This design comes from an exercise in tuning for small area and a short achievable clock period on the open sky130 flow, not from production work.
Function was checked by simulation only, so behaviour that the tests miss may differ from the original.

## flow/design.v (module list and top-level ports; edited modules follow where they fit)
// module fpu_tree: 3385 lines
// module fpu_fa: 4 lines
// module fpu_nor2: 3 lines
// module fpu_xor2: 3 lines
// module fpu_g: 3 lines
// module fpu_gp: 4 lines
// module FPU_Main: 253 lines
// module fpu_mux2: 3 lines
module FPU_Main (
    input clk,
    input [31:0] A,
    input [31:0] B,
    input [1:0] S,
    output [31:0] O
);
  // ...
==> flow/flow/run.sh <==
#!/bin/bash
set -euo pipefail
bash standard.sh synth > synth.log 2>&1
bash standard.sh SETUP_SLACK_MARGIN=17 finish > layout.log 2>&1
==> flow/standard.sh <==
#!/bin/bash
# synth_recipe.tcl (not shown) runs the flow's synth.tcl, then flattens the netlist and writes it again
# the make line also repeats each setting of config.mk as NAME=value (left out here)
make -C /OpenROAD-flow-scripts/flow DESIGN_CONFIG=/design/flow/config.mk WORK_HOME=/design/flow/orfs CLKGATE_MAP_FILE= SYNTH_SCRIPT=/design/flow/synth_recipe.tcl "${@:-finish}"
==> flow/config.mk <==
export PLATFORM = sky130hd
export DESIGN_NAME = FPU_Main
export DESIGN_NICKNAME = FPU_Main
export VERILOG_FILES = /design/flow/design.v
export SDC_FILE = /design/flow/constraint.sdc
export NUM_CORES = 8
export LEC_CHECK = 0
export ABC_AREA = 1
export CAP_MARGIN = 20
export CORE_MARGIN = 2
export CORE_UTILIZATION = 40
export SLEW_MARGIN = 20
export SYNTH_HIERARCHICAL = 1
export SYNTH_MINIMUM_KEEP_SIZE = 0
==> flow/constraint.sdc <==
create_clock -name core_clock -period 25.0 [get_ports {clk}]
set_input_delay 5.0000 -clock core_clock [delete_from_list [all_inputs] [get_ports {clk}]]
set_output_delay 5.0000 -clock core_clock [all_outputs]
set_load 0.01 [all_outputs]
==> out/results.ini, run 1 <==
[outcome]
status = complete, no violations

[route]
wl_um = 115000
top_layer = met5

[die]
die_area_mm2 = 0.0818
ios = 99
die_w_um = 286

[yosys]
synth_edf_count = 97
async_reset_ff_share_pct = 0
synth_compound_area_share_pct = 5.76
synth.largest_area_cell = fa_1
syn_avg_cell_area_um2 = 7.43
synthCells = 4277
synth.most_common_cell = nand2_1
synth_cell_type_count = 67

[layout]
synthToLayoutAreaGrowth_pct = 12.0
multi_input_area_share_pct = 66.5
drive_gt1_share_pct = 7.73
final_net_count = 5101
instances_no_fill = 5503
n_antenna_cell = 0

[worst_setup_path]
worst-path-stages = 40
critPathArrivalTime_ns = 7.94
cp_num_buf_inv = 11
crit-reg2reg-launch = sa[1]
critical-path-top-delay-family = adder cells

[placed_design]
portBuffers = 98

[sta]
finalSetupViolCount = 0

[global_routing]
grt_pass1_vias = 28500
overflow = 0

==> run 2: changes to the inputs <==
--- a/flow/design.v
+++ b/flow/design.v
@@ -2577,8 +2577,11 @@
     assign cn603 = ~cin;
-    fpu_fa h1 (.a(pp26), .b(pp3), .ci(1'b1), .s(s604), .co(c605));
+    fpu_xnor2 hs1 (.a(pp26), .b(pp3), .y(s604));
+    fpu_or2 hc1 (.a(pp26), .b(pp3), .y(c605));
     fpu_fa f1 (.a(pp27), .b(pp4), .ci(pp50), .s(s606), .co(c607));
-    fpu_fa h2 (.a(pp73), .b(c605), .ci(1'b1), .s(s608), .co(c609));
+    fpu_xnor2 hs2 (.a(pp73), .b(c605), .y(s608));
+    fpu_or2 hc2 (.a(pp73), .b(c605), .y(c609));
     fpu_fa f2 (.a(pp28), .b(pp5), .ci(pp51), .s(s610), .co(c611));
     fpu_fa f3 (.a(pp74), .b(pp97), .ci(c607), .s(s612), .co(c613));
-    fpu_fa h3 (.a(s610), .b(c609), .ci(1'b1), .s(s614), .co(c615));
+    fpu_xnor2 hs3 (.a(c609), .b(s610), .y(s614));
+    fpu_or2 hc3 (.a(c609), .b(s610), .y(c615));
     fpu_fa f4 (.a(pp121), .b(pp29), .ci(pp52), .s(s616), .co(c617));
@@ -2586,3 +2589,4 @@
     fpu_fa f6 (.a(c611), .b(s616), .ci(s618), .s(s620), .co(c621));
-    fpu_fa h4 (.a(c613), .b(s620), .ci(1'b1), .s(s622), .co(c623));
+    fpu_xnor2 hs4 (.a(c615), .b(c613), .y(s622));
+    fpu_or2 hc4 (.a(c615), .b(c613), .y(c623));
     fpu_fa f7 (.a(pp122), .b(pp145), .ci(pp30), .s(s624), .co(c625));
@@ -2591,3 +2595,4 @@
     fpu_fa f10 (.a(s624), .b(s626), .ci(c621), .s(s630), .co(c631));
-    fpu_fa h5 (.a(s628), .b(s630), .ci(1'b1), .s(s632), .co(c633));
+    fpu_xnor2 hs5 (.a(s628), .b(c623), .y(s632));
+    fpu_or2 hc5 (.a(s628), .b(c623), .y(c633));
     fpu_fa f11 (.a(pp100), .b(pp123), .ci(pp146), .s(s634), .co(c635));
@@ -2596,4 +2601,5 @@
     fpu_fa f14 (.a(c627), .b(s634), .ci(s636), .s(s640), .co(c641));
-    fpu_fa f15 (.a(s638), .b(c629), .ci(s640), .s(s642), .co(c643));
-    fpu_fa h6 (.a(c631), .b(s642), .ci(1'b1), .s(s644), .co(c645));
+    fpu_fa f15 (.a(c629), .b(s638), .ci(s640), .s(s642), .co(c643));
+    fpu_xnor2 hs6 (.a(c633), .b(c631), .y(s644));
+    fpu_or2 hc6 (.a(c633), .b(c631), .y(c645));
     fpu_fa f16 (.a(pp101), .b(pp124), .ci(pp147), .s(s646), .co(c647));
@@ -2604,3 +2610,4 @@
     fpu_fa f21 (.a(c641), .b(s652), .ci(s654), .s(s656), .co(c657));
-    fpu_fa h7 (.a(c643), .b(s656), .ci(1'b1), .s(s658), .co(c659));
+    fpu_xnor2 hs7 (.a(c643), .b(c645), .y(s658));
+    fpu_or2 hc7 (.a(c643), .b(c645), .y(c659));
     fpu_fa f22 (.a(pp10), .b(pp102), .ci(pp125), .s(s660), .co(c661));
@@ -2612,3 +2619,4 @@
     fpu_fa f28 (.a(s668), .b(c655), .ci(s670), .s(s672), .co(c673));
-    fpu_fa h8 (.a(c657), .b(s672), .ci(1'b1), .s(s674), .co(c675));
+    fpu_xnor2 hs8 (.a(c657), .b(c659), .y(s674));
+    fpu_or2 hc8 (.a(c657), .b(c659), .y(c675));
     fpu_fa f29 (.a(pp103), .b(pp11), .ci(pp126), .s(s676), .co(c677));
@@ -2618,6 +2626,7 @@
     fpu_fa f33 (.a(c663), .b(c665), .ci(s676), .s(s684), .co(c685));
-    fpu_fa f34 (.a(s678), .b(s680), .ci(s682), .s(s686), .co(c687));
-    fpu_fa f35 (.a(c667), .b(c669), .ci(s684), .s(s688), .co(c689));
+    fpu_fa f34 (.a(s678), .b(s680), .ci(c667), .s(s686), .co(c687));
+    fpu_fa f35 (.a(s682), .b(c669), .ci(s684), .s(s688), .co(c689));
     fpu_fa f36 (.a(s686), .b(c671), .ci(s688), .s(s690), .co(c691));
-    fpu_fa h9 (.a(c673), .b(s690), .ci(1'b1), .s(s692), .co(c693));
+    fpu_xnor2 hs9 (.a(c673), .b(s690), .y(s692));
+    fpu_or2 hc9 (.a(c673), .b(s690), .y(c693));
     fpu_fa f37 (.a(pp104), .b(pp12), .ci(pp127), .s(s694), .co(c695));
@@ -2630,4 +2639,5 @@
     fpu_fa f44 (.a(s702), .b(s704), .ci(c687), .s(s708), .co(c709));
-    fpu_fa f45 (.a(s706), .b(c689), .ci(s708), .s(s710), .co(c711));
-    fpu_fa h10 (.a(c691), .b(s710), .ci(1'b1), .s(s712), .co(c713));
+    fpu_fa f45 (.a(c689), .b(s706), .ci(s708), .s(s710), .co(c711));
+    fpu_xnor2 hs10 (.a(c691), .b(s710), .y(s712));
+    fpu_or2 hc10 (.a(c691), .b(s710), .y(c713));
     fpu_fa f46 (.a(pp105), .b(pp128), .ci(pp13), .s(s714), .co(c715));
@@ -2642,3 +2652,4 @@
     fpu_fa f55 (.a(s728), .b(c709), .ci(s730), .s(s732), .co(c733));
-    fpu_fa h11 (.a(c711), .b(s732), .ci(1'b1), .s(s734), .co(c735));
+    fpu_xnor2 hs11 (.a(c711), .b(s732), .y(s734));
+    fpu_or2 hc11 (.a(c711), .b(s732), .y(c735));
     fpu_fa f56 (.a(pp106), .b(pp129), .ci(pp14), .s(s736), .co(c737));
@@ -2650,7 +2661,8 @@
     fpu_fa f62 (.a(s736), .b(s738), .ci(s740), .s(s748), .co(c749));
-    fpu_fa f63 (.a(s742), .b(s744), .ci(c723), .s(s750), .co(c751));
+    fpu_fa f63 (.a(s742), .b(c723), .ci(s744), .s(s750), .co(c751));
     fpu_fa f64 (.a(c725), .b(c727), .ci(s746), .s(s752), .co(c753));
-    fpu_fa f65 (.a(s748), .b(s750), .ci(c729), .s(s754), .co(c755));
+    fpu_fa f65 (.a(s748), .b(c729), .ci(s750), .s(s754), .co(c755));
     fpu_fa f66 (.a(s752), .b(c731), .ci(s754), .s(s756), .co(c757));
-    fpu_fa h12 (.a(c733), .b(s756), .ci(1'b1), .s(s758), .co(c759));
+    fpu_xnor2 hs12 (.a(c733), .b(s756), .y(s758));
+    fpu_or2 hc12 (.a(c733), .b(s756), .y(c759));
     fpu_fa f67 (.a(pp107), .b(pp130), .ci(pp15), .s(s760), .co(c761));
@@ -2665,5 +2677,6 @@
     fpu_fa f76 (.a(s770), .b(s772), .ci(s774), .s(s778), .co(c779));
-    fpu_fa f77 (.a(c751), .b(s776), .ci(c753), .s(s780), .co(c781));
+    fpu_fa f77 (.a(c751), .b(c753), .ci(s776), .s(s780), .co(c781));
     fpu_fa f78 (.a(s778), .b(c755), .ci(s780), .s(s782), .co(c783));
-    fpu_fa h13 (.a(c757), .b(s782), .ci(1'b1), .s(s784), .co(c785));
+    fpu_xnor2 hs13 (.a(c757), .b(s782), .y(s784));
+    fpu_or2 hc13 (.a(c757), .b(s782), .y(c785));
     fpu_fa f79 (.a(pp108), .b(pp131), .ci(pp154), .s(s786), .co(c787));
@@ -2681,3 +2694,4 @@
     fpu_fa f91 (.a(s806), .b(c781), .ci(s808), .s(s810), .co(c811));
-    fpu_fa h14 (.a(c783), .b(s810), .ci(1'b1), .s(s812), .co(c813));
+    fpu_xnor2 hs14 (.a(c783), .b(s810), .y(s812));
+    fpu_or2 hc14 (.a(c783), .b(s810), .y(c813));
     fpu_fa f92 (.a(pp109), .b(pp132), .ci(pp155), .s(s814), .co(c815));
@@ -2691,8 +2705,9 @@
     fpu_fa f100 (.a(s818), .b(s820), .ci(s822), .s(s830), .co(c831));
-    fpu_fa f101 (.a(s824), .b(c797), .ci(c799), .s(s832), .co(c833));
+    fpu_fa f101 (.a(c797), .b(c799), .ci(s824), .s(s832), .co(c833));
     fpu_fa f102 (.a(c801), .b(s826), .ci(s828), .s(s834), .co(c835));
-    fpu_fa f103 (.a(s830), .b(c803), .ci(s832), .s(s836), .co(c837));
-    fpu_fa f104 (.a(c805), .b(s834), .ci(c807), .s(s838), .co(c839));
+    fpu_fa f103 (.a(s830), .b(c803), .ci(c805), .s(s836), .co(c837));
+    fpu_fa f104 (.a(s832), .b(s834), .ci(c807), .s(s838), .co(c839));
     fpu_fa f105 (.a(s836), .b(c809), .ci(s838), .s(s840), .co(c841));
-    fpu_fa h15 (.a(c811), .b(s840), .ci(1'b1), .s(s842), .co(c843));
+    fpu_xnor2 hs15 (.a(c811), .b(s840), .y(s842));
+    fpu_or2 hc15 (.a(c811), .b(s840), .y(c843));
     fpu_fa f106 (.a(pp110), .b(pp133), .ci(pp156), .s(s844), .co(c845));
@@ -2712,3 +2727,4 @@
     fpu_fa f120 (.a(s868), .b(c839), .ci(s870), .s(s872), .co(c873));
-    fpu_fa h16 (.a(c841), .b(s872), .ci(1'b1), .s(s874), .co(c875));
+    fpu_xnor2 hs16 (.a(c841), .b(s872), .y(s874));
+    fpu_or2 hc16 (.a(c841), .b(s872), .y(c875));
     fpu_fa f121 (.a(pp111), .b(pp134), .ci(pp157), .s(s876), .co(c877));
@@ -2726,6 +2742,7 @@
     fpu_fa f133 (.a(s892), .b(s894), .ci(c863), .s(s900), .co(c901));
-    fpu_fa f134 (.a(s896), .b(c865), .ci(c867), .s(s902), .co(c903));
+    fpu_fa f134 (.a(c865), .b(s896), .ci(c867), .s(s902), .co(c903));
     fpu_fa f135 (.a(s898), .b(s900), .ci(c869), .s(s904), .co(c905));
     fpu_fa f136 (.a(s902), .b(c871), .ci(s904), .s(s906), .co(c907));
-    fpu_fa h17 (.a(c873), .b(s906), .ci(1'b1), .s(s908), .co(c909));
+    fpu_xnor2 hs17 (.a(c873), .b(s906), .y(s908));
+    fpu_or2 hc17 (.a(c873), .b(s906), .y(c909));
     fpu_fa f137 (.a(pp112), .b(pp135), .ci(pp158), .s(s910), .co(c911));
@@ -2740,10 +2757,11 @@
     fpu_fa f146 (.a(s912), .b(s914), .ci(s916), .s(s928), .co(c929));
-    fpu_fa f147 (.a(s918), .b(s920), .ci(s922), .s(s930), .co(c931));
-    fpu_fa f148 (.a(c889), .b(c891), .ci(c893), .s(s932), .co(c933));
+    fpu_fa f147 (.a(s918), .b(s920), .ci(c889), .s(s930), .co(c931));
+    fpu_fa f148 (.a(c891), .b(s922), .ci(c893), .s(s932), .co(c933));
     fpu_fa f149 (.a(c895), .b(s924), .ci(s926), .s(s934), .co(c935));
-    fpu_fa f150 (.a(s928), .b(s930), .ci(c897), .s(s936), .co(c937));
-    fpu_fa f151 (.a(s932), .b(c899), .ci(s934), .s(s938), .co(c939));
-    fpu_fa f152 (.a(c901), .b(s936), .ci(c903), .s(s940), .co(c941));
+    fpu_fa f150 (.a(s928), .b(c897), .ci(s930), .s(s936), .co(c937));
+    fpu_fa f151 (.a(c899), .b(s932), .ci(s934), .s(s938), .co(c939));
+    fpu_fa f152 (.a(c901), .b(c903), .ci(s936), .s(s940), .co(c941));
     fpu_fa f153 (.a(s938), .b(c905), .ci(s940), .s(s942), .co(c943));
-    fpu_fa h18 (.a(c907), .b(s942), .ci(1'b1), .s(s944), .co(c945));
+    fpu_xnor2 hs18 (.a(c907), .b(s942), .y(s944));
+    fpu_or2 hc18 (.a(c907), .b(s942), .y(c945));
     fpu_fa f154 (.a(pp113), .b(pp136), .ci(pp159), .s(s946), .co(c947));
@@ -2762,7 +2780,8 @@
     fpu_fa f167 (.a(s962), .b(s964), .ci(s966), .s(s972), .co(c973));
-    fpu_fa f168 (.a(c931), .b(s968), .ci(c933), .s(s974), .co(c975));
+    fpu_fa f168 (.a(c931), .b(c933), .ci(s968), .s(s974), .co(c975));
     fpu_fa f169 (.a(c935), .b(s970), .ci(s972), .s(s976), .co(c977));
-    fpu_fa f170 (.a(c937), .b(s974), .ci(c939), .s(s978), .co(c979));
+    fpu_fa f170 (.a(c937), .b(c939), .ci(s974), .s(s978), .co(c979));
     fpu_fa f171 (.a(s976), .b(c941), .ci(s978), .s(s980), .co(c981));
-    fpu_fa h19 (.a(c943), .b(s980), .ci(1'b1), .s(s982), .co(c983));
+    fpu_xnor2 hs19 (.a(c943), .b(s980), .y(s982));
+    fpu_or2 hc19 (.a(c943), .b(s980), .y(c983));
     fpu_fa f172 (.a(pp114), .b(pp137), .ci(pp160), .s(s984), .co(c985));
@@ -2780,5 +2799,5 @@
     fpu_fa f184 (.a(c961), .b(c963), .ci(c965), .s(s1008), .co(c1009));
-    fpu_fa f185 (.a(c967), .b(s1000), .ci(s1002), .s(s1010), .co(c1011));
-    fpu_fa f186 (.a(s998), .b(s1004), .ci(s1006), .s(s1012), .co(c1013));
-    fpu_fa f187 (.a(c969), .b(s1008), .ci(c971), .s(s1014), .co(c1015));
+    fpu_fa f185 (.a(c967), .b(s1000), .ci(s998), .s(s1010), .co(c1011));
+    fpu_fa f186 (.a(s1002), .b(s1004), .ci(s1006), .s(s1012), .co(c1013));
+    fpu_fa f187 (.a(c969), .b(c971), .ci(s1008), .s(s1014), .co(c1015));
     fpu_fa f188 (.a(c973), .b(s1010), .ci(s1012), .s(s1016), .co(c1017));
@@ -2786,3 +2805,4 @@
     fpu_fa f190 (.a(s1016), .b(c979), .ci(s1018), .s(s1020), .co(c1021));
-    fpu_fa h20 (.a(c981), .b(s1020), .ci(1'b1), .s(s1022), .co(c1023));
+    fpu_xnor2 hs20 (.a(c981), .b(s1020), .y(s1022));
+    fpu_or2 hc20 (.a(c981), .b(s1020), .y(c1023));
     fpu_fa f191 (.a(pp115), .b(pp138), .ci(pp161), .s(s1024), .co(c1025));
@@ -2799,11 +2819,12 @@
     fpu_fa f202 (.a(s1030), .b(s1032), .ci(s1034), .s(s1046), .co(c1047));
-    fpu_fa f203 (.a(s1036), .b(s1038), .ci(c1001), .s(s1048), .co(c1049));
-    fpu_fa f204 (.a(c1003), .b(c999), .ci(c1005), .s(s1050), .co(c1051));
+    fpu_fa f203 (.a(s1036), .b(c1001), .ci(c999), .s(s1048), .co(c1049));
+    fpu_fa f204 (.a(s1038), .b(c1003), .ci(c1005), .s(s1050), .co(c1051));
     fpu_fa f205 (.a(c1007), .b(s1040), .ci(s1042), .s(s1052), .co(c1053));
     fpu_fa f206 (.a(s1044), .b(s1046), .ci(c1009), .s(s1054), .co(c1055));
-    fpu_fa f207 (.a(s1048), .b(s1050), .ci(c1011), .s(s1056), .co(c1057));
-    fpu_fa f208 (.a(c1013), .b(s1052), .ci(s1054), .s(s1058), .co(c1059));
-    fpu_fa f209 (.a(c1015), .b(s1056), .ci(c1017), .s(s1060), .co(c1061));
+    fpu_fa f207 (.a(c1011), .b(s1048), .ci(s1050), .s(s1056), .co(c1057));
+    fpu_fa f208 (.a(c1013), .b(s1052), .ci(c1015), .s(s1058), .co(c1059));
+    fpu_fa f209 (.a(s1054), .b(s1056), .ci(c1017), .s(s1060), .co(c1061));
     fpu_fa f210 (.a(s1058), .b(c1019), .ci(s1060), .s(s1062), .co(c1063));
-    fpu_fa h21 (.a(c1021), .b(s1062), .ci(1'b1), .s(s1064), .co(c1065));
+    fpu_xnor2 hs21 (.a(c1021), .b(s1062), .y(s1064));
+    fpu_or2 hc21 (.a(c1021), .b(s1062), .y(c1065));
     fpu_fa f211 (.a(pp116), .b(pp139), .ci(pp162), .s(s1066), .co(c1067));
@@ -2823,6 +2844,6 @@
     fpu_fa f225 (.a(c1045), .b(c1047), .ci(s1082), .s(s1094), .co(c1095));
-    fpu_fa f226 (.a(s1084), .b(s1086), .ci(s1088), .s(s1096), .co(c1097));
-    fpu_fa f227 (.a(s1090), .b(an577), .ci(cn603), .s(s1098), .co(c1099));
-    fpu_fa f228 (.a(c1049), .b(c1051), .ci(s1092), .s(s1100), .co(c1101));
-    fpu_fa f229 (.a(c1053), .b(s1094), .ci(s1096), .s(s1102), .co(c1103));
+    fpu_fa f226 (.a(s1084), .b(an577), .ci(cn603), .s(s1096), .co(c1097));
+    fpu_fa f227 (.a(s1086), .b(s1088), .ci(s1090), .s(s1098), .co(c1099));
+    fpu_fa f228 (.a(c1049), .b(c1051), .ci(c1053), .s(s1100), .co(c1101));
+    fpu_fa f229 (.a(s1092), .b(s1094), .ci(s1096), .s(s1102), .co(c1103));
     fpu_fa f230 (.a(s1098), .b(c1055), .ci(c1057), .s(s1104), .co(c1105));
@@ -2830,3 +2851,4 @@
     fpu_fa f232 (.a(s1104), .b(c1061), .ci(s1106), .s(s1108), .co(c1109));
-    fpu_fa h22 (.a(c1063), .b(s1108), .ci(1'b1), .s(s1110), .co(c1111));
+    fpu_xnor2 hs22 (.a(c1063), .b(s1108), .y(s1110));
+    fpu_or2 hc22 (.a(c1063), .b(s1108), .y(c1111));
     fpu_fa f233 (.a(pp117), .b(pp140), .ci(pp163), .s(s1112), .co(c1113));
@@ -2843,9 +2865,9 @@
     fpu_fa f244 (.a(s1116), .b(s1118), .ci(s1120), .s(s1134), .co(c1135));
-    fpu_fa f245 (.a(s1122), .b(s1124), .ci(s1126), .s(s1136), .co(c1137));
-    fpu_fa f246 (.a(c1083), .b(c1085), .ci(c1087), .s(s1138), .co(c1139));
+    fpu_fa f245 (.a(s1122), .b(s1124), .ci(c1083), .s(s1136), .co(c1137));
+    fpu_fa f246 (.a(c1085), .b(s1126), .ci(c1087), .s(s1138), .co(c1139));
     fpu_fa f247 (.a(c1089), .b(c1091), .ci(s1128), .s(s1140), .co(c1141));
-    fpu_fa f248 (.a(s1130), .b(s1132), .ci(s1134), .s(s1142), .co(c1143));
-    fpu_fa f249 (.a(an578), .b(s1136), .ci(c1093), .s(s1144), .co(c1145));
-    fpu_fa f250 (.a(s1138), .b(c1095), .ci(c1097), .s(s1146), .co(c1147));
-    fpu_fa f251 (.a(s1140), .b(s1142), .ci(c1099), .s(s1148), .co(c1149));
+    fpu_fa f248 (.a(s1130), .b(an578), .ci(s1132), .s(s1142), .co(c1143));
+    fpu_fa f249 (.a(s1134), .b(c1093), .ci(s1136), .s(s1144), .co(c1145));
+    fpu_fa f250 (.a(c1095), .b(s1138), .ci(c1097), .s(s1146), .co(c1147));
+    fpu_fa f251 (.a(c1099), .b(s1140), .ci(s1142), .s(s1148), .co(c1149));
     fpu_fa f252 (.a(c1101), .b(s1144), .ci(c1103), .s(s1150), .co(c1151));
@@ -2853,3 +2875,4 @@
     fpu_fa f254 (.a(s1150), .b(c1107), .ci(s1152), .s(s1154), .co(c1155));
-    fpu_fa h23 (.a(c1109), .b(s1154), .ci(1'b1), .s(s1156), .co(c1157));
+    fpu_xnor2 hs23 (.a(c1109), .b(s1154), .y(s1156));
+    fpu_or2 hc23 (.a(c1109), .b(s1154), .y(c1157));
     fpu_fa f255 (.a(pp118), .b(pp141), .ci(pp164), .s(s1158), .co(c1159));
@@ -2868,7 +2891,7 @@
     fpu_fa f268 (.a(c1133), .b(c1135), .ci(s1172), .s(s1184), .co(c1185));
-    fpu_fa f269 (.a(s1174), .b(s1176), .ci(s1178), .s(s1186), .co(c1187));
-    fpu_fa f270 (.a(s1180), .b(an579), .ci(c1137), .s(s1188), .co(c1189));
-    fpu_fa f271 (.a(c1139), .b(s1182), .ci(c1141), .s(s1190), .co(c1191));
+    fpu_fa f269 (.a(s1174), .b(s1176), .ci(an579), .s(s1186), .co(c1187));
+    fpu_fa f270 (.a(s1178), .b(s1180), .ci(c1137), .s(s1188), .co(c1189));
+    fpu_fa f271 (.a(c1139), .b(c1141), .ci(s1182), .s(s1190), .co(c1191));
     fpu_fa f272 (.a(c1143), .b(s1184), .ci(s1186), .s(s1192), .co(c1193));
-    fpu_fa f273 (.a(s1188), .b(c1145), .ci(c1147), .s(s1194), .co(c1195));
+    fpu_fa f273 (.a(c1145), .b(s1188), .ci(c1147), .s(s1194), .co(c1195));
     fpu_fa f274 (.a(s1190), .b(c1149), .ci(s1192), .s(s1196), .co(c1197));
@@ -2890,5 +2913,5 @@
     fpu_fa f290 (.a(c1181), .b(s1216), .ci(s1218), .s(s1228), .co(c1229));
-    fpu_fa f291 (.a(s1220), .b(s1222), .ci(an580), .s(s1230), .co(c1231));
-    fpu_fa f292 (.a(s1224), .b(c1183), .ci(s1226), .s(s1232), .co(c1233));
-    fpu_fa f293 (.a(c1185), .b(c1187), .ci(s1228), .s(s1234), .co(c1235));
+    fpu_fa f291 (.a(an580), .b(s1220), .ci(s1222), .s(s1230), .co(c1231));
+    fpu_fa f292 (.a(c1183), .b(s1224), .ci(c1185), .s(s1232), .co(c1233));
+    fpu_fa f293 (.a(c1187), .b(s1226), .ci(s1228), .s(s1234), .co(c1235));
     fpu_fa f294 (.a(s1230), .b(c1189), .ci(c1191), .s(s1236), .co(c1237));
@@ -2908,11 +2931,11 @@
     fpu_fa f308 (.a(s1250), .b(s1252), .ci(s1254), .s(s1264), .co(c1265));
-    fpu_fa f309 (.a(s1256), .b(c1217), .ci(c1219), .s(s1266), .co(c1267));
+    fpu_fa f309 (.a(c1217), .b(c1219), .ci(s1256), .s(s1266), .co(c1267));
     fpu_fa f310 (.a(c1221), .b(c1223), .ci(s1258), .s(s1268), .co(c1269));
-    fpu_fa f311 (.a(s1260), .b(s1262), .ci(s1264), .s(s1270), .co(c1271));
-    fpu_fa f312 (.a(an581), .b(c1225), .ci(c1227), .s(s1272), .co(c1273));
-    fpu_fa f313 (.a(s1266), .b(c1229), .ci(c1231), .s(s1274), .co(c1275));
-    fpu_fa f314 (.a(s1268), .b(s1270), .ci(s1272), .s(s1276), .co(c1277));
-    fpu_fa f315 (.a(c1233), .b(c1235), .ci(s1274), .s(s1278), .co(c1279));
-    fpu_fa f316 (.a(s1276), .b(c1237), .ci(c1239), .s(s1280), .co(c1281));
-    fpu_fa f317 (.a(s1278), .b(s1280), .ci(c1241), .s(s1282), .co(c1283));
+    fpu_fa f311 (.a(s1260), .b(an581), .ci(s1262), .s(s1270), .co(c1271));
+    fpu_fa f312 (.a(s1264), .b(c1225), .ci(c1227), .s(s1272), .co(c1273));
+    fpu_fa f313 (.a(c1229), .b(s1266), .ci(c1231), .s(s1274), .co(c1275));
+    fpu_fa f314 (.a(s1268), .b(s1270), .ci(c1233), .s(s1276), .co(c1277));
+    fpu_fa f315 (.a(s1272), .b(c1235), .ci(s1274), .s(s1278), .co(c1279));
+    fpu_fa f316 (.a(c1237), .b(s1276), .ci(c1239), .s(s1280), .co(c1281));
+    fpu_fa f317 (.a(s1278), .b(c1241), .ci(s1280), .s(s1282), .co(c1283));
     fpu_fa f318 (.a(pp144), .b(pp167), .ci(pp190), .s(s1284), .co(c1285));
@@ -2929,8 +2952,8 @@
     fpu_fa f329 (.a(c1261), .b(c1263), .ci(c1265), .s(s1306), .co(c1307));
-    fpu_fa f330 (.a(s1296), .b(s1298), .ci(s1300), .s(s1308), .co(c1309));
-    fpu_fa f331 (.a(s1302), .b(an582), .ci(s1304), .s(s1310), .co(c1311));
-    fpu_fa f332 (.a(c1267), .b(c1269), .ci(c1271), .s(s1312), .co(c1313));
+    fpu_fa f330 (.a(s1296), .b(s1298), .ci(an582), .s(s1308), .co(c1309));
+    fpu_fa f331 (.a(s1300), .b(s1302), .ci(c1267), .s(s1310), .co(c1311));
+    fpu_fa f332 (.a(s1304), .b(c1269), .ci(c1271), .s(s1312), .co(c1313));
     fpu_fa f333 (.a(s1306), .b(s1308), .ci(c1273), .s(s1314), .co(c1315));
     fpu_fa f334 (.a(s1310), .b(c1275), .ci(s1312), .s(s1316), .co(c1317));
-    fpu_fa f335 (.a(s1314), .b(c1277), .ci(c1279), .s(s1318), .co(c1319));
+    fpu_fa f335 (.a(c1277), .b(s1314), .ci(c1279), .s(s1318), .co(c1319));
     fpu_fa f336 (.a(s1316), .b(c1281), .ci(s1318), .s(s1320), .co(c1321));
@@ -2948,5 +2971,5 @@
     fpu_fa f348 (.a(c1303), .b(s1334), .ci(s1336), .s(s1344), .co(c1345));
-    fpu_fa f349 (.a(s1338), .b(s1340), .ci(an583), .s(s1346), .co(c1347));
-    fpu_fa f350 (.a(c1305), .b(s1342), .ci(c1307), .s(s1348), .co(c1349));
-    fpu_fa f351 (.a(c1309), .b(s1344), .ci(s1346), .s(s1350), .co(c1351));
+    fpu_fa f349 (.a(an583), .b(s1338), .ci(s1340), .s(s1346), .co(c1347));
+    fpu_fa f350 (.a(c1305), .b(c1307), .ci(c1309), .s(s1348), .co(c1349));
+    fpu_fa f351 (.a(s1342), .b(s1344), .ci(s1346), .s(s1350), .co(c1351));
     fpu_fa f352 (.a(c1311), .b(c1313), .ci(s1348), .s(s1352), .co(c1353));
@@ -2963,7 +2986,7 @@
     fpu_fa f363 (.a(s1360), .b(s1362), .ci(s1364), .s(s1374), .co(c1375));
-    fpu_fa f364 (.a(s1366), .b(s1368), .ci(c1335), .s(s1376), .co(c1377));
-    fpu_fa f365 (.a(c1337), .b(c1339), .ci(c1341), .s(s1378), .co(c1379));
-    fpu_fa f366 (.a(s1370), .b(s1372), .ci(s1374), .s(s1380), .co(c1381));
-    fpu_fa f367 (.a(an584), .b(c1343), .ci(s1376), .s(s1382), .co(c1383));
-    fpu_fa f368 (.a(c1345), .b(c1347), .ci(s1378), .s(s1384), .co(c1385));
+    fpu_fa f364 (.a(s1366), .b(c1335), .ci(c1337), .s(s1376), .co(c1377));
+    fpu_fa f365 (.a(s1368), .b(c1339), .ci(c1341), .s(s1378), .co(c1379));
+    fpu_fa f366 (.a(s1370), .b(s1372), .ci(an584), .s(s1380), .co(c1381));
+    fpu_fa f367 (.a(s1374), .b(c1343), .ci(c1345), .s(s1382), .co(c1383));
+    fpu_fa f368 (.a(s1376), .b(c1347), .ci(s1378), .s(s1384), .co(c1385));
     fpu_fa f369 (.a(s1380), .b(c1349), .ci(s1382), .s(s1386), .co(c1387));
@@ -2981,8 +3004,8 @@
     fpu_fa f381 (.a(c1371), .b(c1373), .ci(c1375), .s(s1410), .co(c1411));
-    fpu_fa f382 (.a(s1402), .b(s1404), .ci(s1406), .s(s1412), .co(c1413));
-    fpu_fa f383 (.a(an585), .b(s1408), .ci(c1377), .s(s1414), .co(c1415));
-    fpu_fa f384 (.a(s1410), .b(c1379), .ci(c1381), .s(s1416), .co(c1417));
-    fpu_fa f385 (.a(s1412), .b(s1414), .ci(c1383), .s(s1418), .co(c1419));
-    fpu_fa f386 (.a(c1385), .b(s1416), .ci(s1418), .s(s1420), .co(c1421));
-    fpu_fa f387 (.a(c1387), .b(c1389), .ci(s1420), .s(s1422), .co(c1423));
+    fpu_fa f382 (.a(s1402), .b(s1404), .ci(an585), .s(s1412), .co(c1413));
+    fpu_fa f383 (.a(s1406), .b(c1377), .ci(s1408), .s(s1414), .co(c1415));
+    fpu_fa f384 (.a(c1379), .b(c1381), .ci(s1410), .s(s1416), .co(c1417));
+    fpu_fa f385 (.a(s1412), .b(c1383), .ci(s1414), .s(s1418), .co(c1419));
+    fpu_fa f386 (.a(c1385), .b(s1416), .ci(c1387), .s(s1420), .co(c1421));
+    fpu_fa f387 (.a(s1418), .b(c1389), .ci(s1420), .s(s1422), .co(c1423));
     fpu_fa f388 (.a(pp240), .b(pp263), .ci(pp286), .s(s1424), .co(c1425));
@@ -2997,7 +3020,7 @@
     fpu_fa f397 (.a(c1407), .b(s1434), .ci(s1436), .s(s1442), .co(c1443));
-    fpu_fa f398 (.a(s1438), .b(an586), .ci(c1409), .s(s1444), .co(c1445));
+    fpu_fa f398 (.a(an586), .b(s1438), .ci(c1409), .s(s1444), .co(c1445));
     fpu_fa f399 (.a(c1411), .b(s1440), .ci(c1413), .s(s1446), .co(c1447));
     fpu_fa f400 (.a(s1442), .b(s1444), .ci(c1415), .s(s1448), .co(c1449));
-    fpu_fa f401 (.a(c1417), .b(s1446), .ci(s1448), .s(s1450), .co(c1451));
-    fpu_fa f402 (.a(c1419), .b(s1450), .ci(c1421), .s(s1452), .co(c1453));
+    fpu_fa f401 (.a(c1417), .b(s1446), .ci(c1419), .s(s1450), .co(c1451));
+    fpu_fa f402 (.a(s1448), .b(c1421), .ci(s1450), .s(s1452), .co(c1453));
     fpu_fa f403 (.a(pp264), .b(pp287), .ci(pp310), .s(s1454), .co(c1455));
@@ -3009,7 +3032,7 @@
     fpu_fa f409 (.a(c1433), .b(s1454), .ci(s1456), .s(s1466), .co(c1467));
-    fpu_fa f410 (.a(s1458), .b(s1460), .ci(s1462), .s(s1468), .co(c1469));
-    fpu_fa f411 (.a(c1435), .b(c1437), .ci(c1439), .s(s1470), .co(c1471));
-    fpu_fa f412 (.a(s1464), .b(s1466), .ci(an587), .s(s1472), .co(c1473));
-    fpu_fa f413 (.a(s1468), .b(c1441), .ci(s1470), .s(s1474), .co(c1475));
-    fpu_fa f414 (.a(c1443), .b(s1472), .ci(c1445), .s(s1476), .co(c1477));
+    fpu_fa f410 (.a(s1458), .b(s1460), .ci(c1435), .s(s1468), .co(c1469));
+    fpu_fa f411 (.a(s1462), .b(c1437), .ci(c1439), .s(s1470), .co(c1471));
+    fpu_fa f412 (.a(s1464), .b(an587), .ci(s1466), .s(s1472), .co(c1473));
+    fpu_fa f413 (.a(c1441), .b(s1468), .ci(c1443), .s(s1474), .co(c1475));
+    fpu_fa f414 (.a(s1470), .b(s1472), .ci(c1445), .s(s1476), .co(c1477));
     fpu_fa f415 (.a(c1447), .b(s1474), .ci(s1476), .s(s1478), .co(c1479));
@@ -3024,7 +3047,7 @@
     fpu_fa f424 (.a(c1463), .b(c1465), .ci(c1467), .s(s1496), .co(c1497));
-    fpu_fa f425 (.a(s1490), .b(s1492), .ci(s1494), .s(s1498), .co(c1499));
-    fpu_fa f426 (.a(an588), .b(c1469), .ci(c1471), .s(s1500), .co(c1501));
+    fpu_fa f425 (.a(s1490), .b(s1492), .ci(an588), .s(s1498), .co(c1499));
+    fpu_fa f426 (.a(s1494), .b(c1469), .ci(c1471), .s(s1500), .co(c1501));
     fpu_fa f427 (.a(s1496), .b(c1473), .ci(s1498), .s(s1502), .co(c1503));
-    fpu_fa f428 (.a(s1500), .b(c1475), .ci(c1477), .s(s1504), .co(c1505));
-    fpu_fa f429 (.a(s1502), .b(c1479), .ci(s1504), .s(s1506), .co(c1507));
+    fpu_fa f428 (.a(c1475), .b(s1500), .ci(c1477), .s(s1504), .co(c1505));
+    fpu_fa f429 (.a(s1502), .b(s1504), .ci(c1479), .s(s1506), .co(c1507));
     fpu_fa f430 (.a(pp312), .b(pp335), .ci(pp358), .s(s1508), .co(c1509));
@@ -3037,6 +3060,6 @@
     fpu_fa f437 (.a(c1493), .b(c1495), .ci(s1516), .s(s1522), .co(c1523));
-    fpu_fa f438 (.a(s1518), .b(an589), .ci(s1520), .s(s1524), .co(c1525));
+    fpu_fa f438 (.a(an589), .b(s1518), .ci(s1520), .s(s1524), .co(c1525));
     fpu_fa f439 (.a(c1497), .b(c1499), .ci(s1522), .s(s1526), .co(c1527));
     fpu_fa f440 (.a(c1501), .b(s1524), .ci(c1503), .s(s1528), .co(c1529));
-    fpu_fa f441 (.a(s1526), .b(s1528), .ci(c1505), .s(s1530), .co(c1531));
+    fpu_fa f441 (.a(s1526), .b(c1505), .ci(s1528), .s(s1530), .co(c1531));
     fpu_fa f442 (.a(pp336), .b(pp359), .ci(pp382), .s(s1532), .co(c1533));
@@ -3047,5 +3070,5 @@
     fpu_fa f447 (.a(s1532), .b(s1534), .ci(s1536), .s(s1542), .co(c1543));
-    fpu_fa f448 (.a(s1538), .b(c1517), .ci(c1519), .s(s1544), .co(c1545));
-    fpu_fa f449 (.a(s1540), .b(s1542), .ci(an590), .s(s1546), .co(c1547));
-    fpu_fa f450 (.a(c1521), .b(s1544), .ci(c1523), .s(s1548), .co(c1549));
+    fpu_fa f448 (.a(c1517), .b(s1538), .ci(c1519), .s(s1544), .co(c1545));
+    fpu_fa f449 (.a(s1540), .b(an590), .ci(s1542), .s(s1546), .co(c1547));
+    fpu_fa f450 (.a(c1521), .b(c1523), .ci(s1544), .s(s1548), .co(c1549));
     fpu_fa f451 (.a(s1546), .b(c1525), .ci(c1527), .s(s1550), .co(c1551));
@@ -3058,6 +3081,6 @@
     fpu_fa f458 (.a(s1558), .b(c1539), .ci(c1541), .s(s1564), .co(c1565));
-    fpu_fa f459 (.a(c1543), .b(s1560), .ci(s1562), .s(s1566), .co(c1567));
-    fpu_fa f460 (.a(an591), .b(s1564), .ci(c1545), .s(s1568), .co(c1569));
-    fpu_fa f461 (.a(c1547), .b(s1566), .ci(s1568), .s(s1570), .co(c1571));
-    fpu_fa f462 (.a(c1549), .b(c1551), .ci(s1570), .s(s1572), .co(c1573));
+    fpu_fa f459 (.a(c1543), .b(s1560), .ci(an591), .s(s1566), .co(c1567));
+    fpu_fa f460 (.a(s1562), .b(c1545), .ci(s1564), .s(s1568), .co(c1569));
+    fpu_fa f461 (.a(c1547), .b(s1566), .ci(c1549), .s(s1570), .co(c1571));
+    fpu_fa f462 (.a(s1568), .b(c1551), .ci(s1570), .s(s1572), .co(c1573));
     fpu_fa f463 (.a(pp384), .b(pp407), .ci(pp430), .s(s1574), .co(c1575));
@@ -3068,3 +3091,3 @@
     fpu_fa f468 (.a(c1561), .b(c1563), .ci(s1580), .s(s1584), .co(c1585));
-    fpu_fa f469 (.a(s1582), .b(an592), .ci(c1565), .s(s1586), .co(c1587));
+    fpu_fa f469 (.a(an592), .b(s1582), .ci(c1565), .s(s1586), .co(c1587));
     fpu_fa f470 (.a(c1567), .b(s1584), .ci(s1586), .s(s1588), .co(c1589));
@@ -3075,5 +3098,5 @@
     fpu_fa f475 (.a(c1577), .b(c1579), .ci(s1592), .s(s1598), .co(c1599));
-    fpu_fa f476 (.a(s1594), .b(s1596), .ci(c1581), .s(s1600), .co(c1601));
+    fpu_fa f476 (.a(s1594), .b(c1581), .ci(s1596), .s(s1600), .co(c1601));
     fpu_fa f477 (.a(c1583), .b(s1598), .ci(an593), .s(s1602), .co(c1603));
-    fpu_fa f478 (.a(s1600), .b(c1585), .ci(s1602), .s(s1604), .co(c1605));
+    fpu_fa f478 (.a(c1585), .b(s1600), .ci(s1602), .s(s1604), .co(c1605));
     fpu_fa f479 (.a(c1587), .b(s1604), .ci(c1589), .s(s1606), .co(c1607));
@@ -3085,3 +3108,3 @@
     fpu_fa f485 (.a(s1614), .b(c1601), .ci(c1603), .s(s1618), .co(c1619));
-    fpu_fa f486 (.a(s1616), .b(c1605), .ci(s1618), .s(s1620), .co(c1621));
+    fpu_fa f486 (.a(s1616), .b(s1618), .ci(c1605), .s(s1620), .co(c1621));
     fpu_fa f487 (.a(pp456), .b(pp479), .ci(pp502), .s(s1622), .co(c1623));
@@ -3090,4 +3113,4 @@
     fpu_fa f490 (.a(s1624), .b(c1613), .ci(s1626), .s(s1628), .co(c1629));
-    fpu_fa f491 (.a(an595), .b(c1615), .ci(s1628), .s(s1630), .co(c1631));
-    fpu_fa f492 (.a(c1617), .b(c1619), .ci(s1630), .s(s1632), .co(c1633));
+    fpu_fa f491 (.a(an595), .b(c1615), .ci(c1617), .s(s1630), .co(c1631));
+    fpu_fa f492 (.a(s1628), .b(c1619), .ci(s1630), .s(s1632), .co(c1633));
     fpu_fa f493 (.a(pp480), .b(pp503), .ci(pp526), .s(s1634), .co(c1635));
@@ -3096,3 +3119,3 @@
     fpu_fa f496 (.a(c1627), .b(an596), .ci(s1638), .s(s1640), .co(c1641));
-    fpu_fa f497 (.a(c1629), .b(s1640), .ci(c1631), .s(s1642), .co(c1643));
+    fpu_fa f497 (.a(c1629), .b(c1631), .ci(s1640), .s(s1642), .co(c1643));
     fpu_fa f498 (.a(pp504), .b(pp527), .ci(pp550), .s(s1644), .co(c1645));
@@ -3113,16 +3136,16 @@
     fpu_xor2 x2 (.a(pp49), .b(s604), .y(p1669));
-    fpu_nor2 n3 (.a(s606), .b(s608), .y(g1670));
-    fpu_xor2 x3 (.a(s606), .b(s608), .y(p1671));
-    fpu_nor2 n4 (.a(s612), .b(s614), .y(g1672));
-    fpu_xor2 x4 (.a(s612), .b(s614), .y(p1673));
-    fpu_nor2 n5 (.a(c615), .b(s622), .y(g1674));
-    fpu_xor2 x5 (.a(c615), .b(s622), .y(p1675));
-    fpu_nor2 n6 (.a(c623), .b(s632), .y(g1676));
-    fpu_xor2 x6 (.a(c623), .b(s632), .y(p1677));
-    fpu_nor2 n7 (.a(c633), .b(s644), .y(g1678));
-    fpu_xor2 x7 (.a(c633), .b(s644), .y(p1679));
-    fpu_nor2 n8 (.a(c645), .b(s658), .y(g1680));
-    fpu_xor2 x8 (.a(c645), .b(s658), .y(p1681));
-    fpu_nor2 n9 (.a(c659), .b(s674), .y(g1682));
-    fpu_xor2 x9 (.a(c659), .b(s674), .y(p1683));
+    fpu_nor2 n3 (.a(s608), .b(s606), .y(g1670));
+    fpu_xor2 x3 (.a(s608), .b(s606), .y(p1671));
+    fpu_nor2 n4 (.a(s614), .b(s612), .y(g1672));
+    fpu_xor2 x4 (.a(s614), .b(s612), .y(p1673));
+    fpu_nor2 n5 (.a(s620), .b(s622), .y(g1674));
+    fpu_xor2 x5 (.a(s620), .b(s622), .y(p1675));
+    fpu_nor2 n6 (.a(s632), .b(s630), .y(g1676));
+    fpu_xor2 x6 (.a(s632), .b(s630), .y(p1677));
+    fpu_nor2 n7 (.a(s642), .b(s644), .y(g1678));
+    fpu_xor2 x7 (.a(s642), .b(s644), .y(p1679));
+    fpu_nor2 n8 (.a(s656), .b(s658), .y(g1680));
+    fpu_xor2 x8 (.a(s656), .b(s658), .y(p1681));
+    fpu_nor2 n9 (.a(s672), .b(s674), .y(g1682));
+    fpu_xor2 x9 (.a(s672), .b(s674), .y(p1683));
     fpu_nor2 n10 (.a(c675), .b(s692), .y(g1684));
@@ -3157,8 +3180,8 @@
     fpu_xor2 x24 (.a(c1111), .b(s1156), .y(p1713));
-    fpu_nor2 n25 (.a(s1200), .b(c1157), .y(g1714));
-    fpu_xor2 x25 (.a(s1200), .b(c1157), .y(p1715));
+    fpu_nor2 n25 (.a(c1157), .b(s1200), .y(g1714));
+    fpu_xor2 x25 (.a(c1157), .b(s1200), .y(p1715));
     fpu_nor2 n26 (.a(s1242), .b(c1201), .y(g1716));
     fpu_xor2 x26 (.a(s1242), .b(c1201), .y(p1717));
-    fpu_nor2 n27 (.a(s1282), .b(c1243), .y(g1718));
-    fpu_xor2 x27 (.a(s1282), .b(c1243), .y(p1719));
+    fpu_nor2 n27 (.a(c1243), .b(s1282), .y(g1718));
+    fpu_xor2 x27 (.a(c1243), .b(s1282), .y(p1719));
     fpu_nor2 n28 (.a(c1283), .b(s1320), .y(g1720));
@@ -3171,10 +3194,10 @@
     fpu_xor2 x31 (.a(c1391), .b(s1422), .y(p1727));
-    fpu_nor2 n32 (.a(s1452), .b(c1423), .y(g1728));
-    fpu_xor2 x32 (.a(s1452), .b(c1423), .y(p1729));
-    fpu_nor2 n33 (.a(s1480), .b(c1453), .y(g1730));
-    fpu_xor2 x33 (.a(s1480), .b(c1453), .y(p1731));
+    fpu_nor2 n32 (.a(c1423), .b(s1452), .y(g1728));
+    fpu_xor2 x32 (.a(c1423), .b(s1452), .y(p1729));
+    fpu_nor2 n33 (.a(c1453), .b(s1480), .y(g1730));
+    fpu_xor2 x33 (.a(c1453), .b(s1480), .y(p1731));
     fpu_nor2 n34 (.a(c1481), .b(s1506), .y(g1732));
     fpu_xor2 x34 (.a(c1481), .b(s1506), .y(p1733));
-    fpu_nor2 n35 (.a(s1530), .b(c1507), .y(g1734));
-    fpu_xor2 x35 (.a(s1530), .b(c1507), .y(p1735));
+    fpu_nor2 n35 (.a(c1507), .b(s1530), .y(g1734));
+    fpu_xor2 x35 (.a(c1507), .b(s1530), .y(p1735));
     fpu_nor2 n36 (.a(c1531), .b(s1552), .y(g1736));
@@ -3183,4 +3206,4 @@
     fpu_xor2 x37 (.a(c1553), .b(s1572), .y(p1739));
-    fpu_nor2 n38 (.a(s1590), .b(c1573), .y(g1740));
-    fpu_xor2 x38 (.a(s1590), .b(c1573), .y(p1741));
+    fpu_nor2 n38 (.a(c1573), .b(s1590), .y(g1740));
+    fpu_xor2 x38 (.a(c1573), .b(s1590), .y(p1741));
     fpu_nor2 n39 (.a(s1606), .b(c1591), .y(g1742));
@@ -3191,6 +3214,6 @@
     fpu_xor2 x41 (.a(c1621), .b(s1632), .y(p1747));
-    fpu_nor2 n42 (.a(s1642), .b(c1633), .y(g1748));
-    fpu_xor2 x42 (.a(s1642), .b(c1633), .y(p1749));
-    fpu_nor2 n43 (.a(s1650), .b(c1643), .y(g1750));
-    fpu_xor2 x43 (.a(s1650), .b(c1643), .y(p1751));
+    fpu_nor2 n42 (.a(c1633), .b(s1642), .y(g1748));
+    fpu_xor2 x42 (.a(c1633), .b(s1642), .y(p1749));
+    fpu_nor2 n43 (.a(c1643), .b(s1650), .y(g1750));
+    fpu_xor2 x43 (.a(c1643), .b(s1650), .y(p1751));
     fpu_nor2 n44 (.a(s1656), .b(c1651), .y(g1752));
@@ -3389,2 +3412,8 @@
 endmodule
+module fpu_xnor2 (input a, input b, output y);
+    assign y = ~(a ^ b);
+endmodule
+module fpu_or2 (input a, input b, output y);
+    assign y = a | b;
+endmodule
 module fpu_nor2 (input a, input b, output y);
@@ -3461,3 +3490,4 @@
         O_SHN   = 5'd17,   
-        O_NRM   = 5'd18;   
+        O_NRM   = 5'd18,   
+        O_IDT   = 5'd19;   
     reg [3:0] j;
@@ -3474,3 +3504,3 @@
         end
-        op = O_NONE;
+        op = O_IDT;
         if ((S_r == OP_DIV || S_r == OP_SQRT) && inner) begin
@@ -3492,3 +3522,3 @@
                 5'd28: op = O_X_C3E;
-                5'd29: op = sq_rem ? O_T_C3 : O_NONE;
+                5'd29: op = sq_rem ? O_T_C3 : O_IDT;
                 default: ;
@@ -3500,3 +3530,3 @@
                 5'd2: op = O_SHN;
-                5'd3: op = O_NRM;
+                5'd3: op = nn ? O_NRM : O_IDT;
                 default: ;
@@ -3511,5 +3541,5 @@
     wire n_x_dp = (op == O_DP_C1) || (op == O_DP_Y);
-    wire n_x_t  = (op == O_T_Y_Y) || (op == O_T_Y_T) || (op == O_T_C3);
+    wire n_x_t  = (op == O_T_Y_Y) || (op == O_T_Y_T) || (op == O_T_C3) || (op == O_IDT);
     wire n_x_rc = (op == O_RC_N);
-    wire n_x_tr = (op == O_NRM);
+    wire n_x_tr = (op == O_NRM) || (op == O_SHN);
     wire n_x_r0 = (op == O_R0_AP);
@@ -3524,3 +3554,4 @@
     wire n_y_c3 = (op == O_T_C3);
-    wire n_y_one = (op == O_C2_T) || (op == O_TWO_T) || (op == O_ADD);
+    wire n_y_one = (op == O_ADD) || (op == O_SHN) || (op == O_IDT);
+    wire n_y_qtr = (op == O_C2_T) || (op == O_TWO_T);
     wire n_y_half = (op == O_X0_T) || (op == O_X_T);
@@ -3528,3 +3559,3 @@
     reg x_br, x_dp, x_t, x_rc, x_ar, x_tr, x_r0, x_c2, x_two, x_x0;
-    reg y_c1, y_y, y_a, y_ap, y_c3e, y_c3, y_one, y_half;
+    reg y_c1, y_y, y_a, y_ap, y_c3e, y_c3, y_one, y_half, y_qtr;
     reg sxb, sxt, sxa, syy, sya, shen, hy_r, hx_r;
@@ -3534,3 +3565,3 @@
     reg w_mul, w_sqa, w_dva, w_s0a, w_raw, w_nrm;
-    reg we_t, we_y, we_x, c_nn;
+    reg we_y, we_x;
     reg        c_shn;                                 
@@ -3543,3 +3574,3 @@
         y_c1 <= n_y_c1; y_y <= n_y_y; y_a <= n_y_a; y_ap <= n_y_ap; y_c3e <= n_y_c3e; y_c3 <= n_y_c3;
-        y_one <= n_y_one; y_half <= n_y_half;
+        y_one <= n_y_one; y_half <= n_y_half; y_qtr <= n_y_qtr;
         sxb <= n_x_br | n_x_dp;
@@ -3572,12 +3603,9 @@
         w_s0a <= (op == O_ADD);
-        w_raw <= (op == O_ALN);
+        w_raw <= (op == O_ALN) || (op == O_SHN);
         w_nrm <= (op == O_NRM);
         w_mul <= (op == O_DP_C1) || (op == O_DP_Y) || (op == O_T_Y_Y) || (op == O_T_Y_T) ||
-                 (op == O_RC_N) || (op == O_R0_AP) || (op == O_X_C3E) || (op == O_T_C3) || (op == O_B_A);
-        we_t  <= (op == O_DP_C1) || (op == O_DP_Y) || (op == O_TWO_T) || (op == O_T_Y_T) ||
-                 (op == O_RC_N) || (op == O_R0_AP) || (op == O_X_C3E) || (op == O_T_C3) ||
-                 (op == O_B_A) || (op == O_ALN) || (op == O_ADD) || (op == O_NRM);
+                 (op == O_RC_N) || (op == O_R0_AP) || (op == O_X_C3E) || (op == O_T_C3) || (op == O_B_A) ||
+                 (op == O_IDT);
         we_y  <= (op == O_C2_T) || (op == O_T_Y_Y);
         we_x  <= (op == O_X0_T) || (op == O_X_T);
-        c_nn  <= (op == O_NRM);
     end
@@ -3603,3 +3631,3 @@
     wire [7:0]  ye = ({8{y_y}} & y[30:23]) | ({8{y_a}} & A_r[30:23]) | ({8{y_ap | y_half}} & 8'd126)
-                   | ({8{y_c1 | y_c3 | y_one}} & 8'd127) | ({8{y_c3e}} & (8'd127 + Exp_2))
+                   | ({8{y_c1 | y_c3 | y_one}} & 8'd127) | ({8{y_qtr}} & 8'd125) | ({8{y_c3e}} & (8'd127 + Exp_2))
                    | ({8{w_nrm}} & (8'd127 - {3'd0, sa}));
@@ -3626,4 +3654,4 @@
     wire [22:0] lo_m = ({23{ls46}} & p[45:23]) | ({23{w_dva}} & p[43:21]) | ({23{w_nrm}} & p[22:0]);
-    wire [7:0]  hi_e = ({8{hs48}} & (e0 + 8'd2)) | ({8{hs47}} & (e0 + 8'd1)) | ({8{w_dva}} & (e0 - 8'd1));
-    wire [7:0]  lo_e = ({8{ls46 | w_nrm}} & e0) | ({8{w_dva}} & (e0 - 8'd2));
+    wire [7:0]  hi_e = hs48 ? (e0 + 8'd2) : (e0 + 8'd1);
+    wire [7:0]  lo_e = e0;
     wire        rs = xs ^ ys;
@@ -3643,3 +3671,2 @@
     endgenerate
-    wire go = ~c_nn | nn;
     always @(posedge clk) begin
@@ -3650,3 +3677,3 @@
             B_r <= b_in;
-        if (we_t && go) t <= res;
+        t <= res;
         if (we_y) y <= res;
==> run 2 against run 1 <==
Compared with the run above: register-to-register slack about the same; clock-buffer cell count grew 1; synthesized cell count is 2.6% higher; largest cell class unchanged; flip-flop and latch count did not move; cell area fell by 3.0%; critical path type unchanged; still clean on timing, DRC and antenna.
==> out/results.ini, run 2 <==
[outcome]
status = complete, no violations  ; unchanged

[clock_tree]
numClockSinks = 182  ; unchanged
worstSkewPairLatency_ns = 0.46  ; about the same
clockBufferDepth = 2  ; unchanged
cts_tree = built  ; unchanged
htreeDepth = 4  ; unchanged
cts_buffers = 17  ; unchanged
cts_root_buffer = clkbuf_16  ; unchanged
clk_pin_slew_worst_paths_ns = 0.08  ; about the same

[sta]
setup_slack_ns = 17.27  ; was 17.28 ns
hold_viol = 0  ; unchanged
finalMaxSlewViolations = 0  ; unchanged
finClkSkew_ns = 0.0194  ; was 0.00939 ns
tns_ns = 0  ; unchanged
slew_headroom_pct = 30.3  ; was 30.7%
finalCritPeriodShare_pct = 30.9  ; about the same
rsz0062_at_grt = yes  ; was no
fin_crit_ns = 7.73  ; was 7.72 ns
finalSetupViolCount = 0  ; unchanged
worst_pin_slew_ns = 1.04  ; about the same
max_freq_mhz = 129  ; was 130 MHz

[worst_setup_path]
required_ns = 25.16  ; was 25.22 ns
crit_type = register to register  ; unchanged
startpoint_type = register  ; unchanged
cpMostUsedCell = nand2_1  ; unchanged
endpoint_kind = register  ; unchanged
worstPathMaxFanout = 62  ; was 14
cp_slowest_cell = fa_2  ; was fa_1
cp_slowest_stage_delay_ns = 0.66  ; was 0.56 ns
critPathArrivalTime_ns = 7.89  ; was 7.94 ns

[die]
die_w_um = 284  ; was 286 um
die_h_um = 284  ; was 286 um
initial_utilization_pct = 40.4  ; was 40.3%
die_area_mm2 = 0.0806  ; was 0.0818 mm^2
core_mm2 = 0.0775  ; was 0.0789 mm^2
rows = 102  ; was 103
ios = 99  ; unchanged

[placed_design]
place_area_mm2 = 0.0329  ; was 0.0335 mm^2
pre_cts_ws_ns = 15.21  ; was 15.18 ns
dp_hpwl_um = 81900  ; was 81400 um
place_congestion = 0.948  ; was 0.967
portBuffers = 98  ; unchanged

[yosys]
synth-seq-cells = 182  ; unchanged
synth_edf_count = 65  ; was 97
syn-cell-area_mm2 = 0.0313  ; was 0.0318 mm^2
synth_area_leaders = fa_1 33%, nand2_1 23%, inv_1 9.4%  ; was fa_1 34%, nand2_1 22%, edfxtp_1 9.2%
async_reset_ff_share_pct = 0  ; unchanged
synth_top_area_share_pct = 32.6  ; was 33.6%
ys.flop_type = dfxtp_1  ; was edfxtp_1
ys_seq_area_share_pct = 13.7  ; was 14.5%
synthTopCellsByCount = 1960 x nand2_1, 781 x inv_1, 511 x fa_1  ; was 1863 x nand2_1, 694 x inv_1, 534 x fa_1
synthCells = 4389  ; was 4277
synth.largest_area_cell = fa_1  ; unchanged
synth_cell_type_count = 65  ; was 67
synth.most_common_cell = nand2_1  ; unchanged
syn_avg_cell_area_um2 = 7.14  ; was 7.43 um^2
synth_warnings = 7  ; unchanged

[min_path]
hold_path.class = register to register  ; unchanged

[layout]
final_cell_mix = 1945 x nand2_1, 774 x inv_1, 486 x fa_1  ; was 1847 x nand2_1, 683 x inv_1, 522 x fa_1
drive_gt1_share_pct = 6.61  ; was 7.73%
final_net_count = 5112  ; was 5101
layout_commonest_cell = nand2_1  ; unchanged
fillers = 8007  ; was 7978
synthToLayoutAreaGrowth_pct = 10.2  ; was 12.0%
regArea_mm2 = 0.00432  ; was 0.00464 mm^2
design_area_mm2 = 0.0345  ; was 0.0356 mm^2
multi_input_area_mm2 = 0.0231  ; was 0.0237 mm^2

[global_routing]
grt_start_max_net_pins = 63  ; was 49
grt-busiest-layer = met2  ; unchanged
grt_pass1_vias = 27900  ; was 28500
grt_use_met3_pct = 4.81  ; was 6.48%
grt_pass1_wl_um = 164000  ; was 171000 um
met2_usage_pct = 44.3  ; was 44.1%
grt_use_met1_pct = 33.9  ; was 36.8%
antenna_found_initial = 3  ; unchanged
grt_use_total_pct = 26.8  ; was 27.8%
overflow = 0  ; unchanged

[route]
drc = 0  ; unchanged
final_antenna_net_count = 0  ; unchanged
vias = 28800  ; was 29200
post_drt_wl_per_cell_um = 20.1  ; was 21.0 um
drt_iter0_drc = 2837  ; was 2851
viasPerCell = 5.20  ; was 5.30
wl_um = 111000  ; was 115000 um
first_pass_iters = 6  ; unchanged

[run]
drv_cap = 0  ; unchanged

## run 2: cell count changes in the layout (fill, tap and decap cells not counted), moves of 6 or more
cell	before	now
buf_4	97	60
buf_6	30	19
clkbuf_8	1	10
conb_1	28	5
dfxtp_1	76	106
edfxtp_1	97	65
fa_1	522	486
fa_2	12	25
inv_1	683	774
nand2_1	1847	1945
nand4_1	21	33
nor3_1	21	10
o22ai_1	9	3
## run 2: layout make-up
class,count,share of cell area [%]
Inverter,805,8.81
Timing Repair Buffer,209,6.25
Tap cell,1040,3.77
Antenna cell,2,0.0145
Clock inverter,13,0.388
Clock buffer,19,1.25
Sequential cell,182,12.5
Multi-Input combinational cell,3262,67.0
Timing Repair inverter,1,0.0254
## run 2: final timing paths
check,from,endpoint,slack [ns],depth (start not counted)
max,sa[0],y[8],17.27,38
min,sv,sv,0.50,2
max reg2reg,sa[0],y[8],17.27,38
min reg2reg,sv,sv,0.50,2
## run 2: cell families (layout without fill, tap and decap cells)
family / after synthesis / after routing / share of synthesized area, %
AO/OA/AOI/OAI: 242 / 243 / 5.00
XOR/XNOR: 110 / 110 / 3.07
adder cells (fa/ha/maj): 567 / 567 / 34.9
buffers and inverters: 950 / 1047 / 13.7
flip-flops: 182 / 182 / 13.7
multiplexers: 1 / 1 / 0.0319
other: 1 / 7 / 0.0120
AND/OR/NAND/NOR: 2336 / 2336 / 29.6
## run 2: stage by stage
| stage | instances | utilization, % | hold WS [ns] |
|---|---|---|---|
| floorplan | 4393 | - | 0.448 |
| global placement | 5446 | 42.5 | 0.477 |
| detailed placement | 5446 | 42.5 | 0.472 |
| CTS | 5483 | 43.4 | 0.492 |
| global route | 5531 | 44.6 | 0.525 |
| finish | 5533 | 44.6 | 0.501 |
## run 2: repair_timing
item	4_1_cts	5_1_grt
pin swaps	3	27
setup endpoints to repair	94	93
hold buffers	0	0
cloned	2	15
resized for setup	31	142
setup buffers	3	33
## run 2: modules after synthesis, one instance, submodules excluded, excerpt
module | cells | copies in the design | cell area [um^2] | flops+latches
fpu_tree | 941 | 1 | 4260 | 0
fpu_or2 | 3 | 23 | 11.3 | 0
fpu_gp | 5 | 81 | 18.8 | 0
fpu_xnor2 | 5 | 23 | 18.8 | 0
FPU_Main | 1670 | 1 | 12200 | 182
fpu_fa | 1 | 507 | 20.0 | 0
fpu_mux2 | 4 | 62 | 15.0 | 0
fpu_nor2 | 1 | 48 | 3.75 | 0
## run 2: worst max-delay path: cells and delay by family (launching register included)
family | cells | cell delay [ns]
compound gates | 1 | 0.32
flops | 1 | 0.38
buf+inv | 11 | 1.26
fa+ha+maj | 7 | 3.45
simple gates | 19 | 1.97
## run 2: layer usage
layer	wire, um	share of wire (%)
met1	43300	39
met3	10100	9.1
met4	6530	5.9
met2	51400	46
met5	21	0.019

-- what the ideal ports hide --
In the flow no input, the clock included, has a driving cell. The finished layouts below were timed again as built, in two steps. Step 1 (the two cells are an assumption about what drives the block):
set clk [get_ports {clk}]
set_driving_cell -lib_cell sky130_fd_sc_hd__clkbuf_16 $clk
set_driving_cell -lib_cell sky130_fd_sc_hd__buf_2 [delete_from_list [all_inputs] $clk]
Step 2 moves the port delays by t, midway between the first and last clock arrival at a register: inputs arrive t later, outputs are due t later. That takes back most of the time a late clock gives input paths. Slacks: no drivers / after step 1 / after step 2; pairs: no drivers / after step 1.
run	t (ns)	setup WS [ns]	latest minus earliest clock arrival (ns)
run 1	0.506	17.279 / 17.279 / 17.279	0.010 / 0.010
run 2	0.502	17.272 / 17.272 / 17.134	0.019 / 0.019
After both steps every run listed still meets setup and hold. For run 2, which loses most, drivers alone change the setup slack by 0.000 ns; drivers and shift together by -0.138 ns.
